This design comes from an exercise in tuning for small area and a short achievable clock period on the open sky130 flow, not from production work.
No functional check of the RTL was part of any run shown here.
Power figures rest on the tool's default switching activity, not on a simulated workload.

## flow/design.v (module list and top-level ports; edited modules follow where they fit)
// module vedicmult_16bit: 1636 lines
// module FA: 4 lines
// module XN2: 3 lines
// module OR2: 3 lines
// module X2: 3 lines
// module NR2: 3 lines
module vedicmult_16bit(input [15:0] a, b,
input clk, reset,
output reg [31:0] out);
  // ...
==> flow/flow/run.sh <==
#!/bin/bash
# Own layout flow: the standard ORFS flow (standard.sh), with the input and
# output port buffers made of plain buf_2 cells (the default picks a delay cell).
set -euo pipefail
export BUFFER_PORTS_ARGS="-buffer_cell sky130_fd_sc_hd__buf_2"
export PRE_FLOORPLAN_TCL="$PWD/flow/pre_floorplan.tcl"
bash standard.sh > standard.log 2>&1
==> flow/flow/pre_floorplan.tcl <==
# Synthesis (abc) maps each Booth selector to an a22oi_2; the _1 cell is the
# same function in less area and easily drives the single gate it feeds.
set swaps {sky130_fd_sc_hd__a22oi_2 sky130_fd_sc_hd__a22oi_1}
set n 0
foreach inst [[ord::get_db_block] getInsts] {
  set m [[$inst getMaster] getName]
  if { [dict exists $swaps $m] } {
    replace_cell [get_cells [$inst getName]] [dict get $swaps $m]
    incr n
  }
}
puts "pre_floorplan: resized $n cells"
==> flow/standard.sh <==
#!/bin/bash
# synth_recipe.tcl (not shown) runs the flow's synth.tcl, then flattens the netlist and writes it again
# the make line also repeats each setting of config.mk as NAME=value (left out here)
make -C /OpenROAD-flow-scripts/flow DESIGN_CONFIG=/design/flow/config.mk WORK_HOME=/design/flow/orfs CLKGATE_MAP_FILE= SYNTH_SCRIPT=/design/flow/synth_recipe.tcl "${@:-finish}"
==> flow/config.mk <==
export PLATFORM = sky130hd
export DESIGN_NAME = vedicmult_16bit
export DESIGN_NICKNAME = vedicmult_16bit
export VERILOG_FILES = /design/flow/design.v
export SDC_FILE = /design/flow/constraint.sdc
export NUM_CORES = 4
export LEC_CHECK = 0
export CAP_MARGIN = 20
export CORE_MARGIN = 2
export CORE_UTILIZATION = 40
export CTS_BUF_LIST = sky130_fd_sc_hd__clkbuf_4 sky130_fd_sc_hd__clkbuf_8
export SLEW_MARGIN = 20
export SYNTH_HIERARCHICAL = 1
export SYNTH_MINIMUM_KEEP_SIZE = 0
==> flow/constraint.sdc <==
create_clock -name core_clock -period 17.0 [get_ports {clk}]
set_input_delay 3.4000 -clock core_clock [delete_from_list [all_inputs] [get_ports {clk}]]
set_output_delay 3.4000 -clock core_clock [all_outputs]
set_load 0.01 [all_outputs]
==> impl_results.md, run 1 <==
- Met3 usage: 0.0375
- Area occupied by multi-input gates: 6440 sq um
- Setup WS pre-CTS: 8.22 ns
- Status: no timing/DRC/antenna violations
- Syn nets: between 1000 and 1500
- Share of power burned in registers: 0.074
- Antenna viol nets, final: 0
- Mux contribution to synthesized area: 0
- Multi-input logic portion of the cell area: 0.822
- Final Hold Violating Endpoints: 0
- Crit-path slowest cell: fa_1
- Via count: around 5400
- Layout Cells excl Fill: 1025
- # port buffers: 65
- Period utilization: 0.497
- Total negative setup slack: 0 ns
- Hold worst-path end: out[29]$_SDFF_PN0_
- CP Buf/Inv Count: 1
- Initial Util: 0.409
- Biggest regs: out x32
- Largest net degree at the start of global routing: 33
- Worst VDD drop: 0.000160 V
- Crit path arrival time: roughly 8.7 ns
- Wire length on met2: 10300 um
- Max H-tree Level: 2
- Post-CTS setup repair buffer count: 0
- Count leader, synth: nand2_1
- Hold WS: 3.60 ns
- Share of the synthesized area in the top cell type: 0.531
- FP Rows: between 40 and 50
- Final #Nets: 1024
==> inputs of run 2 (changes only) <==
--- a/flow/design.v
+++ b/flow/design.v
@@ -674,21 +674,21 @@
 wire s415;
 wire c416;
 wire s417;
 wire c418;
 wire s419;
 wire c420;
 wire s421;
 wire c422;
-wire ci423;
-wire g424;
-wire p425;
-wire g426;
-wire p427;
+wire s423;
+wire c424;
+wire s425;
+wire c426;
+wire ci427;
 wire g428;
 wire p429;
 wire g430;
 wire p431;
 wire g432;
 wire p433;
 wire g434;
 wire p435;
@@ -877,46 +877,120 @@
 wire g618;
 wire p619;
 wire g620;
 wire p621;
 wire g622;
 wire p623;
 wire g624;
 wire p625;
-wire o626;
-wire o627;
-wire o628;
-wire o629;
-wire o630;
-wire o631;
-wire o632;
-wire o633;
-wire o634;
-wire o635;
-wire o636;
-wire o637;
-wire o638;
-wire o639;
-wire o640;
-wire o641;
-wire o642;
-wire o643;
-wire o644;
-wire o645;
-wire o646;
-wire o647;
-wire o648;
-wire o649;
-wire o650;
-wire o651;
-wire o652;
-wire o653;
-wire o654;
-wire o655;
+wire g626;
+wire p627;
+wire g628;
+wire p629;
+wire g630;
+wire p631;
+wire g632;
+wire p633;
+wire g634;
+wire p635;
+wire g636;
+wire p637;
+wire g638;
+wire p639;
+wire g640;
+wire p641;
+wire g642;
+wire p643;
+wire g644;
+wire p645;
+wire g646;
+wire p647;
+wire g648;
+wire p649;
+wire g650;
+wire p651;
+wire g652;
+wire p653;
+wire g654;
+wire p655;
+wire g656;
+wire p657;
+wire g658;
+wire p659;
+wire g660;
+wire p661;
+wire g662;
+wire p663;
+wire g664;
+wire p665;
+wire g666;
+wire p667;
+wire g668;
+wire p669;
+wire g670;
+wire p671;
+wire g672;
+wire p673;
+wire g674;
+wire p675;
+wire g676;
+wire p677;
+wire g678;
+wire p679;
+wire g680;
+wire p681;
+wire g682;
+wire p683;
+wire g684;
+wire p685;
+wire g686;
+wire p687;
+wire g688;
+wire p689;
+wire g690;
+wire p691;
+wire g692;
+wire p693;
+wire g694;
+wire p695;
+wire g696;
+wire p697;
+wire g698;
+wire p699;
+wire g700;
+wire p701;
+wire o702;
+wire o703;
+wire o704;
+wire o705;
+wire o706;
+wire o707;
+wire o708;
+wire o709;
+wire o710;
+wire o711;
+wire o712;
+wire o713;
+wire o714;
+wire o715;
+wire o716;
+wire o717;
+wire o718;
+wire o719;
+wire o720;
+wire o721;
+wire o722;
+wire o723;
+wire o724;
+wire o725;
+wire o726;
+wire o727;
+wire o728;
+wire o729;
 assign pp0_0 = ~(a[0] & b[0]);
 assign pp0_1 = ~(a[1] & b[0]);
 assign pp0_2 = ~(a[2] & b[0]);
 assign pp0_3 = ~(a[3] & b[0]);
 assign pp0_4 = ~(a[4] & b[0]);
 assign pp0_5 = ~(a[5] & b[0]);
 assign pp0_6 = ~(a[6] & b[0]);
 assign pp0_7 = ~(a[7] & b[0]);
@@ -1390,21 +1464,19 @@
 FA u_s409 (.x(c298), .y(s355), .z(c354), .s(s409), .c(c410));
 FA u_s411 (.x(c302), .y(s357), .z(c356), .s(s411), .c(c412));
 FA u_s413 (.x(c306), .y(s359), .z(c358), .s(s413), .c(c414));
 FA u_s415 (.x(c310), .y(s361), .z(c360), .s(s415), .c(c416));
 FA u_s417 (.x(c312), .y(s363), .z(c362), .s(s417), .c(c418));
 FA u_s419 (.x(pp14_15), .y(pp15_14), .z(c364), .s(s419), .c(c420));
 XN2 u_s421 (.x(pp0_1), .y(pp1_0), .o(s421));
 OR2 u_c422 (.x(pp0_1), .y(pp1_0), .o(c422));
-assign ci423 = ~c422;
-NR2 u_g424 (.x(pp2_0), .y(s365), .o(g424));
-X2 u_p425 (.x(pp2_0), .y(s365), .o(p425));
-NR2 u_g426 (.x(s367), .y(c366), .o(g426));
-X2 u_p427 (.x(s367), .y(c366), .o(p427));
+FA u_s423 (.x(pp2_0), .y(s365), .z(c422), .s(s423), .c(c424));
+FA u_s425 (.x(s367), .y(c366), .z(c424), .s(s425), .c(c426));
+assign ci427 = ~c426;
 NR2 u_g428 (.x(s369), .y(c368), .o(g428));
 X2 u_p429 (.x(s369), .y(c368), .o(p429));
 NR2 u_g430 (.x(s371), .y(c370), .o(g430));
 X2 u_p431 (.x(s371), .y(c370), .o(p431));
 NR2 u_g432 (.x(s373), .y(c372), .o(g432));
 X2 u_p433 (.x(s373), .y(c372), .o(p433));
 NR2 u_g434 (.x(s375), .y(c374), .o(g434));
 X2 u_p435 (.x(s375), .y(c374), .o(p435));
@@ -1450,190 +1522,264 @@
 X2 u_p475 (.x(s415), .y(c414), .o(p475));
 NR2 u_g476 (.x(s417), .y(c416), .o(g476));
 X2 u_p477 (.x(s417), .y(c416), .o(p477));
 NR2 u_g478 (.x(s419), .y(c418), .o(g478));
 X2 u_p479 (.x(s419), .y(c418), .o(p479));
 NR2 u_g480 (.x(pp15_15), .y(c420), .o(g480));
 X2 u_p481 (.x(pp15_15), .y(c420), .o(p481));
 assign p482 = 1'b0;
-assign g483 = g424 | (p425 & ci423);
-assign g484 = g426 | (p427 & g483);
-assign p485 = p427 & p425;
-assign g486 = g430 | (p431 & g428);
-assign p487 = p431 & p429;
+assign g483 = g428 | (p429 & ci427);
+assign g484 = g430 | (p431 & g483);
+assign p485 = p431 & p429;
+assign g486 = g432 | (p433 & g430);
+assign p487 = p433 & p431;
 assign g488 = g434 | (p435 & g432);
 assign p489 = p435 & p433;
-assign g490 = g438 | (p439 & g436);
-assign p491 = p439 & p437;
-assign g492 = g442 | (p443 & g440);
-assign p493 = p443 & p441;
-assign g494 = g446 | (p447 & g444);
-assign p495 = p447 & p445;
-assign g496 = g450 | (p451 & g448);
-assign p497 = p451 & p449;
-assign g498 = g454 | (p455 & g452);
-assign p499 = p455 & p453;
-assign g500 = g458 | (p459 & g456);
-assign p501 = p459 & p457;
-assign g502 = g462 | (p463 & g460);
-assign p503 = p463 & p461;
-assign g504 = g466 | (p467 & g464);
-assign p505 = p467 & p465;
-assign g506 = g470 | (p471 & g468);
-assign p507 = p471 & p469;
-assign g508 = g474 | (p475 & g472);
-assign p509 = p475 & p473;
-assign g510 = g478 | (p479 & g476);
-assign p511 = p479 & p477;
-assign g512 = 1'b0 | (p482 & g480);
-assign p513 = p482 & p481;
-assign g514 = g428 | (p429 & g484);
-assign p515 = p429 & p485;
-assign g516 = g486 | (p487 & g484);
-assign p517 = p487 & p485;
-assign g518 = g436 | (p437 & g488);
-assign p519 = p437 & p489;
-assign g520 = g490 | (p491 & g488);
-assign p521 = p491 & p489;
-assign g522 = g444 | (p445 & g492);
-assign p523 = p445 & p493;
-assign g524 = g494 | (p495 & g492);
-assign p525 = p495 & p493;
-assign g526 = g452 | (p453 & g496);
-assign p527 = p453 & p497;
-assign g528 = g498 | (p499 & g496);
-assign p529 = p499 & p497;
-assign g530 = g460 | (p461 & g500);
-assign p531 = p461 & p501;
-assign g532 = g502 | (p503 & g500);
-assign p533 = p503 & p501;
-assign g534 = g468 | (p469 & g504);
-assign p535 = p469 & p505;
-assign g536 = g506 | (p507 & g504);
-assign p537 = p507 & p505;
-assign g538 = g476 | (p477 & g508);
-assign p539 = p477 & p509;
-assign g540 = g510 | (p511 & g508);
-assign p541 = p511 & p509;
-assign g542 = g432 | (p433 & g516);
-assign p543 = p433 & p517;
-assign g544 = g488 | (p489 & g516);
-assign p545 = p489 & p517;
-assign g546 = g518 | (p519 & g516);
-assign p547 = p519 & p517;
-assign g548 = g520 | (p521 & g516);
-assign p549 = p521 & p517;
-assign g550 = g448 | (p449 & g524);
-assign p551 = p449 & p525;
-assign g552 = g496 | (p497 & g524);
-assign p553 = p497 & p525;
-assign g554 = g526 | (p527 & g524);
-assign p555 = p527 & p525;
-assign g556 = g528 | (p529 & g524);
-assign p557 = p529 & p525;
-assign g558 = g464 | (p465 & g532);
-assign p559 = p465 & p533;
-assign g560 = g504 | (p505 & g532);
-assign p561 = p505 & p533;
-assign g562 = g534 | (p535 & g532);
-assign p563 = p535 & p533;
-assign g564 = g536 | (p537 & g532);
-assign p565 = p537 & p533;
-assign g566 = g480 | (p481 & g540);
-assign p567 = p481 & p541;
-assign g568 = g512 | (p513 & g540);
-assign p569 = p513 & p541;
-assign g570 = g440 | (p441 & g548);
-assign p571 = p441 & p549;
-assign g572 = g492 | (p493 & g548);
-assign p573 = p493 & p549;
-assign g574 = g522 | (p523 & g548);
-assign p575 = p523 & p549;
-assign g576 = g524 | (p525 & g548);
-assign p577 = p525 & p549;
-assign g578 = g550 | (p551 & g548);
-assign p579 = p551 & p549;
-assign g580 = g552 | (p553 & g548);
-assign p581 = p553 & p549;
-assign g582 = g554 | (p555 & g548);
-assign p583 = p555 & p549;
-assign g584 = g556 | (p557 & g548);
-assign p585 = p557 & p549;
-assign g586 = g472 | (p473 & g564);
-assign p587 = p473 & p565;
-assign g588 = g508 | (p509 & g564);
-assign p589 = p509 & p565;
-assign g590 = g538 | (p539 & g564);
-assign p591 = p539 & p565;
-assign g592 = g540 | (p541 & g564);
-assign p593 = p541 & p565;
-assign g594 = g566 | (p567 & g564);
-assign p595 = p567 & p565;
-assign g596 = g568 | (p569 & g564);
-assign p597 = p569 & p565;
-assign g598 = g456 | (p457 & g584);
-assign p599 = p457 & p585;
-assign g600 = g500 | (p501 & g584);
-assign p601 = p501 & p585;
-assign g602 = g530 | (p531 & g584);
-assign p603 = p531 & p585;
-assign g604 = g532 | (p533 & g584);
-assign p605 = p533 & p585;
-assign g606 = g558 | (p559 & g584);
-assign p607 = p559 & p585;
-assign g608 = g560 | (p561 & g584);
-assign p609 = p561 & p585;
-assign g610 = g562 | (p563 & g584);
-assign p611 = p563 & p585;
-assign g612 = g564 | (p565 & g584);
-assign p613 = p565 & p585;
-assign g614 = g586 | (p587 & g584);
-assign p615 = p587 & p585;
-assign g616 = g588 | (p589 & g584);
-assign p617 = p589 & p585;
-assign g618 = g590 | (p591 & g584);
-assign p619 = p591 & p585;
-assign g620 = g592 | (p593 & g584);
-assign p621 = p593 & p585;
-assign g622 = g594 | (p595 & g584);
-assign p623 = p595 & p585;
-assign g624 = g596 | (p597 & g584);
-assign p625 = p597 & p585;
-XN2 u_o626 (.x(p425), .y(ci423), .o(o626));
-XN2 u_o627 (.x(p427), .y(g483), .o(o627));
-XN2 u_o628 (.x(p429), .y(g484), .o(o628));
-XN2 u_o629 (.x(p431), .y(g514), .o(o629));
-XN2 u_o630 (.x(p433), .y(g516), .o(o630));
-XN2 u_o631 (.x(p435), .y(g542), .o(o631));
-XN2 u_o632 (.x(p437), .y(g544), .o(o632));
-XN2 u_o633 (.x(p439), .y(g546), .o(o633));
-XN2 u_o634 (.x(p441), .y(g548), .o(o634));
-XN2 u_o635 (.x(p443), .y(g570), .o(o635));
-XN2 u_o636 (.x(p445), .y(g572), .o(o636));
-XN2 u_o637 (.x(p447), .y(g574), .o(o637));
-XN2 u_o638 (.x(p449), .y(g576), .o(o638));
-XN2 u_o639 (.x(p451), .y(g578), .o(o639));
-XN2 u_o640 (.x(p453), .y(g580), .o(o640));
-XN2 u_o641 (.x(p455), .y(g582), .o(o641));
-XN2 u_o642 (.x(p457), .y(g584), .o(o642));
-XN2 u_o643 (.x(p459), .y(g598), .o(o643));
-XN2 u_o644 (.x(p461), .y(g600), .o(o644));
-XN2 u_o645 (.x(p463), .y(g602), .o(o645));
-XN2 u_o646 (.x(p465), .y(g604), .o(o646));
-XN2 u_o647 (.x(p467), .y(g606), .o(o647));
-XN2 u_o648 (.x(p469), .y(g608), .o(o648));
-XN2 u_o649 (.x(p471), .y(g610), .o(o649));
-XN2 u_o650 (.x(p473), .y(g612), .o(o650));
-XN2 u_o651 (.x(p475), .y(g614), .o(o651));
-XN2 u_o652 (.x(p477), .y(g616), .o(o652));
-XN2 u_o653 (.x(p479), .y(g618), .o(o653));
-XN2 u_o654 (.x(p481), .y(g620), .o(o654));
-XN2 u_o655 (.x(p482), .y(g622), .o(o655));
-wire [31:0] prod = {~o655, ~o654, ~o653, ~o652, ~o651, ~o650, ~o649, ~o648, ~o647, ~o646, ~o645, ~o644, ~o643, ~o642, ~o641, ~o640, ~o639, ~o638, ~o637, ~o636, ~o635, ~o634, ~o633, ~o632, ~o631, ~o630, ~o629, ~o628, ~o627, ~o626, ~s421, ~pp0_0};
+assign g490 = g436 | (p437 & g434);
+assign p491 = p437 & p435;
+assign g492 = g438 | (p439 & g436);
+assign p493 = p439 & p437;
+assign g494 = g440 | (p441 & g438);
+assign p495 = p441 & p439;
+assign g496 = g442 | (p443 & g440);
+assign p497 = p443 & p441;
+assign g498 = g444 | (p445 & g442);
+assign p499 = p445 & p443;
+assign g500 = g446 | (p447 & g444);
+assign p501 = p447 & p445;
+assign g502 = g448 | (p449 & g446);
+assign p503 = p449 & p447;
+assign g504 = g450 | (p451 & g448);
+assign p505 = p451 & p449;
+assign g506 = g452 | (p453 & g450);
+assign p507 = p453 & p451;
+assign g508 = g454 | (p455 & g452);
+assign p509 = p455 & p453;
+assign g510 = g456 | (p457 & g454);
+assign p511 = p457 & p455;
+assign g512 = g458 | (p459 & g456);
+assign p513 = p459 & p457;
+assign g514 = g460 | (p461 & g458);
+assign p515 = p461 & p459;
+assign g516 = g462 | (p463 & g460);
+assign p517 = p463 & p461;
+assign g518 = g464 | (p465 & g462);
+assign p519 = p465 & p463;
+assign g520 = g466 | (p467 & g464);
+assign p521 = p467 & p465;
+assign g522 = g468 | (p469 & g466);
+assign p523 = p469 & p467;
+assign g524 = g470 | (p471 & g468);
+assign p525 = p471 & p469;
+assign g526 = g472 | (p473 & g470);
+assign p527 = p473 & p471;
+assign g528 = g474 | (p475 & g472);
+assign p529 = p475 & p473;
+assign g530 = g476 | (p477 & g474);
+assign p531 = p477 & p475;
+assign g532 = g478 | (p479 & g476);
+assign p533 = p479 & p477;
+assign g534 = g480 | (p481 & g478);
+assign p535 = p481 & p479;
+assign g536 = 1'b0 | (p482 & g480);
+assign p537 = p482 & p481;
+assign g538 = g486 | (p487 & g483);
+assign p539 = p487 & p429;
+assign g540 = g488 | (p489 & g484);
+assign p541 = p489 & p485;
+assign g542 = g490 | (p491 & g486);
+assign p543 = p491 & p487;
+assign g544 = g492 | (p493 & g488);
+assign p545 = p493 & p489;
+assign g546 = g494 | (p495 & g490);
+assign p547 = p495 & p491;
+assign g548 = g496 | (p497 & g492);
+assign p549 = p497 & p493;
+assign g550 = g498 | (p499 & g494);
+assign p551 = p499 & p495;
+assign g552 = g500 | (p501 & g496);
+assign p553 = p501 & p497;
+assign g554 = g502 | (p503 & g498);
+assign p555 = p503 & p499;
+assign g556 = g504 | (p505 & g500);
+assign p557 = p505 & p501;
+assign g558 = g506 | (p507 & g502);
+assign p559 = p507 & p503;
+assign g560 = g508 | (p509 & g504);
+assign p561 = p509 & p505;
+assign g562 = g510 | (p511 & g506);
+assign p563 = p511 & p507;
+assign g564 = g512 | (p513 & g508);
+assign p565 = p513 & p509;
+assign g566 = g514 | (p515 & g510);
+assign p567 = p515 & p511;
+assign g568 = g516 | (p517 & g512);
+assign p569 = p517 & p513;
+assign g570 = g518 | (p519 & g514);
+assign p571 = p519 & p515;
+assign g572 = g520 | (p521 & g516);
+assign p573 = p521 & p517;
+assign g574 = g522 | (p523 & g518);
+assign p575 = p523 & p519;
+assign g576 = g524 | (p525 & g520);
+assign p577 = p525 & p521;
+assign g578 = g526 | (p527 & g522);
+assign p579 = p527 & p523;
+assign g580 = g528 | (p529 & g524);
+assign p581 = p529 & p525;
+assign g582 = g530 | (p531 & g526);
+assign p583 = p531 & p527;
+assign g584 = g532 | (p533 & g528);
+assign p585 = p533 & p529;
+assign g586 = g534 | (p535 & g530);
+assign p587 = p535 & p531;
+assign g588 = g536 | (p537 & g532);
+assign p589 = p537 & p533;
+assign g590 = g542 | (p543 & g483);
+assign p591 = p543 & p429;
+assign g592 = g544 | (p545 & g484);
+assign p593 = p545 & p485;
+assign g594 = g546 | (p547 & g538);
+assign p595 = p547 & p539;
+assign g596 = g548 | (p549 & g540);
+assign p597 = p549 & p541;
+assign g598 = g550 | (p551 & g542);
+assign p599 = p551 & p543;
+assign g600 = g552 | (p553 & g544);
+assign p601 = p553 & p545;
+assign g602 = g554 | (p555 & g546);
+assign p603 = p555 & p547;
+assign g604 = g556 | (p557 & g548);
+assign p605 = p557 & p549;
+assign g606 = g558 | (p559 & g550);
+assign p607 = p559 & p551;
+assign g608 = g560 | (p561 & g552);
+assign p609 = p561 & p553;
+assign g610 = g562 | (p563 & g554);
+assign p611 = p563 & p555;
+assign g612 = g564 | (p565 & g556);
+assign p613 = p565 & p557;
+assign g614 = g566 | (p567 & g558);
+assign p615 = p567 & p559;
+assign g616 = g568 | (p569 & g560);
+assign p617 = p569 & p561;
+assign g618 = g570 | (p571 & g562);
+assign p619 = p571 & p563;
+assign g620 = g572 | (p573 & g564);
+assign p621 = p573 & p565;
+assign g622 = g574 | (p575 & g566);
+assign p623 = p575 & p567;
+assign g624 = g576 | (p577 & g568);
+assign p625 = p577 & p569;
+assign g626 = g578 | (p579 & g570);
+assign p627 = p579 & p571;
+assign g628 = g580 | (p581 & g572);
+assign p629 = p581 & p573;
+assign g630 = g582 | (p583 & g574);
+assign p631 = p583 & p575;
+assign g632 = g584 | (p585 & g576);
+assign p633 = p585 & p577;
+assign g634 = g586 | (p587 & g578);
+assign p635 = p587 & p579;
+assign g636 = g588 | (p589 & g580);
+assign p637 = p589 & p581;
+assign g638 = g598 | (p599 & g483);
+assign p639 = p599 & p429;
+assign g640 = g600 | (p601 & g484);
+assign p641 = p601 & p485;
+assign g642 = g602 | (p603 & g538);
+assign p643 = p603 & p539;
+assign g644 = g604 | (p605 & g540);
+assign p645 = p605 & p541;
+assign g646 = g606 | (p607 & g590);
+assign p647 = p607 & p591;
+assign g648 = g608 | (p609 & g592);
+assign p649 = p609 & p593;
+assign g650 = g610 | (p611 & g594);
+assign p651 = p611 & p595;
+assign g652 = g612 | (p613 & g596);
+assign p653 = p613 & p597;
+assign g654 = g614 | (p615 & g598);
+assign p655 = p615 & p599;
+assign g656 = g616 | (p617 & g600);
+assign p657 = p617 & p601;
+assign g658 = g618 | (p619 & g602);
+assign p659 = p619 & p603;
+assign g660 = g620 | (p621 & g604);
+assign p661 = p621 & p605;
+assign g662 = g622 | (p623 & g606);
+assign p663 = p623 & p607;
+assign g664 = g624 | (p625 & g608);
+assign p665 = p625 & p609;
+assign g666 = g626 | (p627 & g610);
+assign p667 = p627 & p611;
+assign g668 = g628 | (p629 & g612);
+assign p669 = p629 & p613;
+assign g670 = g630 | (p631 & g614);
+assign p671 = p631 & p615;
+assign g672 = g632 | (p633 & g616);
+assign p673 = p633 & p617;
+assign g674 = g634 | (p635 & g618);
+assign p675 = p635 & p619;
+assign g676 = g636 | (p637 & g620);
+assign p677 = p637 & p621;
+assign g678 = g654 | (p655 & g483);
+assign p679 = p655 & p429;
+assign g680 = g656 | (p657 & g484);
+assign p681 = p657 & p485;
+assign g682 = g658 | (p659 & g538);
+assign p683 = p659 & p539;
+assign g684 = g660 | (p661 & g540);
+assign p685 = p661 & p541;
+assign g686 = g662 | (p663 & g590);
+assign p687 = p663 & p591;
+assign g688 = g664 | (p665 & g592);
+assign p689 = p665 & p593;
+assign g690 = g666 | (p667 & g594);
+assign p691 = p667 & p595;
+assign g692 = g668 | (p669 & g596);
+assign p693 = p669 & p597;
+assign g694 = g670 | (p671 & g638);
+assign p695 = p671 & p639;
+assign g696 = g672 | (p673 & g640);
+assign p697 = p673 & p641;
+assign g698 = g674 | (p675 & g642);
+assign p699 = p675 & p643;
+assign g700 = g676 | (p677 & g644);
+assign p701 = p677 & p645;
+XN2 u_o702 (.x(p429), .y(ci427), .o(o702));
+XN2 u_o703 (.x(p431), .y(g483), .o(o703));
+XN2 u_o704 (.x(p433), .y(g484), .o(o704));
+XN2 u_o705 (.x(p435), .y(g538), .o(o705));
+XN2 u_o706 (.x(p437), .y(g540), .o(o706));
+XN2 u_o707 (.x(p439), .y(g590), .o(o707));
+XN2 u_o708 (.x(p441), .y(g592), .o(o708));
+XN2 u_o709 (.x(p443), .y(g594), .o(o709));
+XN2 u_o710 (.x(p445), .y(g596), .o(o710));
+XN2 u_o711 (.x(p447), .y(g638), .o(o711));
+XN2 u_o712 (.x(p449), .y(g640), .o(o712));
+XN2 u_o713 (.x(p451), .y(g642), .o(o713));
+XN2 u_o714 (.x(p453), .y(g644), .o(o714));
+XN2 u_o715 (.x(p455), .y(g646), .o(o715));
+XN2 u_o716 (.x(p457), .y(g648), .o(o716));
+XN2 u_o717 (.x(p459), .y(g650), .o(o717));
+XN2 u_o718 (.x(p461), .y(g652), .o(o718));
+XN2 u_o719 (.x(p463), .y(g678), .o(o719));
+XN2 u_o720 (.x(p465), .y(g680), .o(o720));
+XN2 u_o721 (.x(p467), .y(g682), .o(o721));
+XN2 u_o722 (.x(p469), .y(g684), .o(o722));
+XN2 u_o723 (.x(p471), .y(g686), .o(o723));
+XN2 u_o724 (.x(p473), .y(g688), .o(o724));
+XN2 u_o725 (.x(p475), .y(g690), .o(o725));
+XN2 u_o726 (.x(p477), .y(g692), .o(o726));
+XN2 u_o727 (.x(p479), .y(g694), .o(o727));
+XN2 u_o728 (.x(p481), .y(g696), .o(o728));
+XN2 u_o729 (.x(p482), .y(g698), .o(o729));
+wire [31:0] prod = {~o729, ~o728, ~o727, ~o726, ~o725, ~o724, ~o723, ~o722, ~o721, ~o720, ~o719, ~o718, ~o717, ~o716, ~o715, ~o714, ~o713, ~o712, ~o711, ~o710, ~o709, ~o708, ~o707, ~o706, ~o705, ~o704, ~o703, ~o702, ~s425, ~s423, ~s421, ~pp0_0};
 always @(posedge clk) begin
   if (reset) out <= prod;
   else out <= 32'd0;
 end
 endmodule
 module FA(input x, y, z, output s, c);
 assign s = x ^ y ^ z;
 assign c = (x & y) | (x & z) | (y & z);
==> run 2 against run 1 <==
- wire length is 8.2% higher
- critical path depth did not move
- clock power decreased by 12%
- synthesized cell count grew 5.7%
- die area increased by 3.2%
- sequential share of layout area down 0.23 points
- non-clock buffer count stayed put
- global-route usage rose by 0.71 points
- clock-buffer cell count is 1 lower
- worst hold slack got worse by 0.014 ns
- via count grew 7.1%
- sequential power hardly changed
- critical path type unchanged
==> impl_results.md, run 2 <==
- Commonest cells in the netlist: 276 x nand2_1, 197 x fa_1, 61 x clkbuf_1 (was 263 x nand2_1, 195 x fa_1, 65 x clkbuf_1)
- Global route overflow: 0 (unchanged)
- # setup viols final: 0 (unchanged)
- ANT cells: 0 (unchanged)
- GPL Wtd Cong: 0.877 (was 0.846)
- Clock-pin slew on the worst setup and hold paths: 0.06 ns (was 0.07 ns)
- CTS Sinks: 32 (unchanged)
- Post-DP HPWL: 16400 um (was 15200 um)
- Worst hold stages: 2 (unchanged)
- Sequential share of the synthesized area: 0.0844 (was 0.0872)
- I/O pin cnt: 66 (unchanged)
- Share of flip-flops with an asynchronous set or reset: 0 (unchanged)
- # port buffers: 65 (unchanged)
- Biggest regs: out x32 (unchanged)
- NetSw: 1.06 mW (was 0.826 mW)
- Routed length per placed instance: 19.7 um (was 19.1 um)
- Worst setup SP type: input port (unchanged)
- Unrepaired setup endpoints after global routing: false (unchanged)
- Commonest cells after routing, fill and taps aside: 276 x nand2_1, 197 x fa_1, 65 x buf_2 (was 263 x nand2_1, 195 x fa_1, 65 x buf_2)
- Final #Nets: 1070 (was 1024)
- Pleak: 2.93 nW (was 2.85 nW)
- Via count: 5783 (was 5402)
- Share of power burned in registers: 0.063 (was 0.074)
- Antenna violations before repair: 0 (unchanged)
- Critical Path RT: 17.17 ns (was 17.22 ns)
- Area growth syn-to-layout: 6.35% (was 6.73%)
- Max reg flops: 32 (unchanged)
- Mapped Area: 7590 sq um (was 7350 sq um)
- CP dominant cell by count: fa_1 (unchanged)
- Clk buf depth: 2 (unchanged)
- Die height: 142 um (was 140 um)
- Least-Margin Pin Slew: 0.594 ns
- Status: no timing/DRC/antenna violations (unchanged)
- Most common cell after layout, fill and taps aside: nand2_1 (unchanged)
- MaxCap Viol Count: 0 (unchanged)
- Worst VDD drop: 0.000184 V (was 0.000160 V)
- Post-CTS sizing: 0 (unchanged)
- Distinct cells, synth: 42 (was 33)
- Total negative setup slack: 0 ns (unchanged)
- Hold crit path type: input port to flop (unchanged)
- Crit-path slowest cell: fa_1 (unchanged)
- DRT Wirelength: 21200 um (was 19600 um)
- Syn nets: 1064 (was 1017)
- Minimum clock period: 8.53 ns (was 8.46 ns)
- Initial drt markers: 337 (was 323)
- DRC viols: 0 (unchanged)
- Core Area: 18600 sq um (was 18000 sq um)
- Switch share: 0.552 (was 0.507)
- Top_reg_cell synth: dfxtp_1 (unchanged)
- Avg Inst Size Synth: 9.11 sq um (was 9.32 sq um)
- First-pass GRT wire length: 34600 um (was 32900 um)
- TritonCTS Buffers: 5 (unchanged)
- Crit path capture type: flop (unchanged)
- Crit-path cells: buf_2 -> nand2_1 -> fa_1 -> fa_1 -> fa_1 -> fa_1 -> fa_1 -> fa_1 -> xor2_1 -> a21oi_1 -> o21ai_1 -> a21o_1 -> a221o_1 -> a41oi_1 -> o31ai_1 -> xnor2_1 -> nor2b_1 (was buf_2 -> nand2_1 -> fa_1 -> fa_1 -> fa_1 -> fa_1 -> fa_1 -> fa_1 -> xor2_1 -> nand4_1 -> nor2b_1 -> nor3_1 -> o32ai_1 -> o21ai_0 -> a32oi_1 -> xnor2_1 -> nor2b_1)
- Fillers: 1863 (was 1764)
- Initial Util: 0.407 (was 0.409)
- Critical Path Fanout Max: 16 (unchanged)
- Area contributors post-synth: fa_1 52%, nand2_1 14%, dfxtp_1 8.4% (was fa_1 53%, nand2_1 13%, dfxtp_1 8.7%)
- Period utilization: 0.502 (was 0.497)
- Design Area, Final: 8070 sq um (was 7840 sq um)
- Max Freq: 117 MHz (was 118 MHz)
- YS warnings: 7 (unchanged)
- Gr usage total: 0.224 (was 0.217)
- Slew headroom: 0.603
- Die Wd: 142 um (was 140 um)
- Largest net degree at the start of global routing: 33 (unchanged)
- Most flops, register: out (unchanged)
- Crit path arrival time: 8.70 ns (was 8.67 ns)
- Pint: 0.858 mW (was 0.804 mW)
- Drt pass-1 iters: 5 (was 4)
- Number of synthesized flops with an enable pin: 0 (unchanged)
- Critical path class: input port to flop (unchanged)
- Placed Area: 7960 sq um (was 7710 sq um)
- Hold Buf Count CTS: 0 (unchanged)
- Max H-tree Level: 2 (unchanged)
- Final Hold Violating Endpoints: 0 (unchanged)
- Routed vias/inst: 5.38 (was 5.27)
- Placed cell count: 1066 (was 1017)
- Number of global-route vias before repair: 6313 (was 6171)
- Antenna viol nets, final: 0 (unchanged)
- Fraction of layout cells with a size suffix above 1: 0.0905 (was 0.101)
- Die area: 20100 sq um (was 19500 sq um)
- CP peak stage delay: 0.59 ns (was 0.58 ns)
- Post-CTS setup repair buffer count: 0 (unchanged)
- Layout Cells excl Fill: 1074 (was 1025)
- Count leader, synth: nand2_1 (unchanged)
- Leading area contributor after synthesis: fa_1 (unchanged)
- Synth Register Bits: 32 (unchanged)
- Power per Cell Area: 238 nW/um^2 (was 208 nW/um^2)
- Hold WS: 3.59 ns (was 3.60 ns)
- Final Util: 0.433 (was 0.436)
- Slew Limit Fails: 0 (unchanged)
- FP Rows: 50 (was 49)
- Post-Synthesis Cells: 833 (was 788)
- Root Buffer: clkbuf_8 (unchanged)
- Combinational share of power: 0.901 (was 0.877)
- Clock Power Share: 0.037 (was 0.049)
- CTS tree: built (unchanged)
- Share of the synthesized area in the top cell type: 0.520 (was 0.531)
==> run 2: routing by layer <==
layer / up-vias / global-route usage / wire length, um
met5: - / 0 / 0
met2: 265 / 0.361 / 9760
met4: 0 / 0.0642 / 584
li1: 2561 / - / -
met3: 36 / 0.0422 / 1850
met1: 2921 / 0.311 / 8990
==> run 2: metrics by stage <==
stage,setup WS (ns),power (mW)
2_1_floorplan,8.42,1.43
3_3_place_gp,8.14,1.84
3_5_place_dp,8.19,1.84
4_1_cts,8.48,1.92
5_1_grt,8.19,2.13
6_report,8.47,1.92
==> run 2: cell type report <==
cell class	instances	area, sq um	area share
multi-input cells	727	6670	0.827
flip-flops and latches	32	641	0.0794
repair buffers	65	325	0.0403
well taps	234	293	0.0363
clock buffers	6	76.3	0.00946
clock inverters	2	35.0	0.00434
inverters	8	30.0	0.00372
==> run 2: logic make-up after synthesis <==
family / synth area share
compound gates: 0.0651
other cells: 0.000494
buf+inv: 0.0366
flops: 0.0844
simple gates: 0.212
fa+ha+maj: 0.520
xor+xnor: 0.0819
==> run 2: worst paths after layout <==
path                                  to  startpoint
worst min-delay path   out[0]$_SDFF_PN0_        b[0]
worst max-delay path  out[25]$_SDFF_PN0_        b[1]
==> run 2: power by group through the flow <==
stage	clock, mW	combinational [mW]	sequential [mW]
after floorplan	0	1.30	0.137
after global placement	0	1.72	0.122
after detailed placement	0	1.72	0.122
after CTS	0.0721	1.73	0.121
after global routing	0.0754	1.93	0.123
final	0.0703	1.73	0.120
==> run 2: worst max-delay path, delay by kind of cell <==
kind            cells  cell delay, ns
compound gates      6            1.35
xor+xnor            2            0.47
buf+inv             1            0.31
simple gates        2            0.21
fa+ha+maj           6            2.96
==> run 2: per-module statistics from Yosys, one instance, submodules excluded <==
module | flops+latches | times used | area (sq um)
vedicmult_16bit | 32 | 1 | 2820
FA | 0 | 197 | 20.0
OR2 | 0 | 16 | 6.26
NR2 | 0 | 27 | 3.75
X2 | 0 | 27 | 8.76
XN2 | 0 | 44 | 8.76

## port drivers added, routing unchanged
In the flow no input, the clock included, has a driving cell. The finished layouts below were timed again as built, in two steps. Step 1: set_driving_cell puts a clkbuf_16 on clk and a buf_2 on each other input, an assumption about the parent block. Step 2 adds t to the input delays and takes it off the output delays; t is the mean of the earliest and latest rising clock arrival at the registers after step 1. Input paths then give back, and output paths get back, about the clock's delay inside the block. Three values: no drivers, after step 1, after step 2; two values: the first two.
| run | shift t [ns] | setup slack, ns | hold slack, ns |
|---|---|---|---|
| run 1 | 0.301 | 8.544 / 8.550 / 8.249 | 3.601 / 3.594 / 3.814 |
| run 2 | 0.296 | 8.469 / 8.471 / 8.175 | 3.587 / 3.582 / 3.810 |
After both steps setup and hold are still met in every run listed. The setup slack of run 1, which loses most, moves by +0.006 ns with the drivers and by -0.295 ns with both steps.
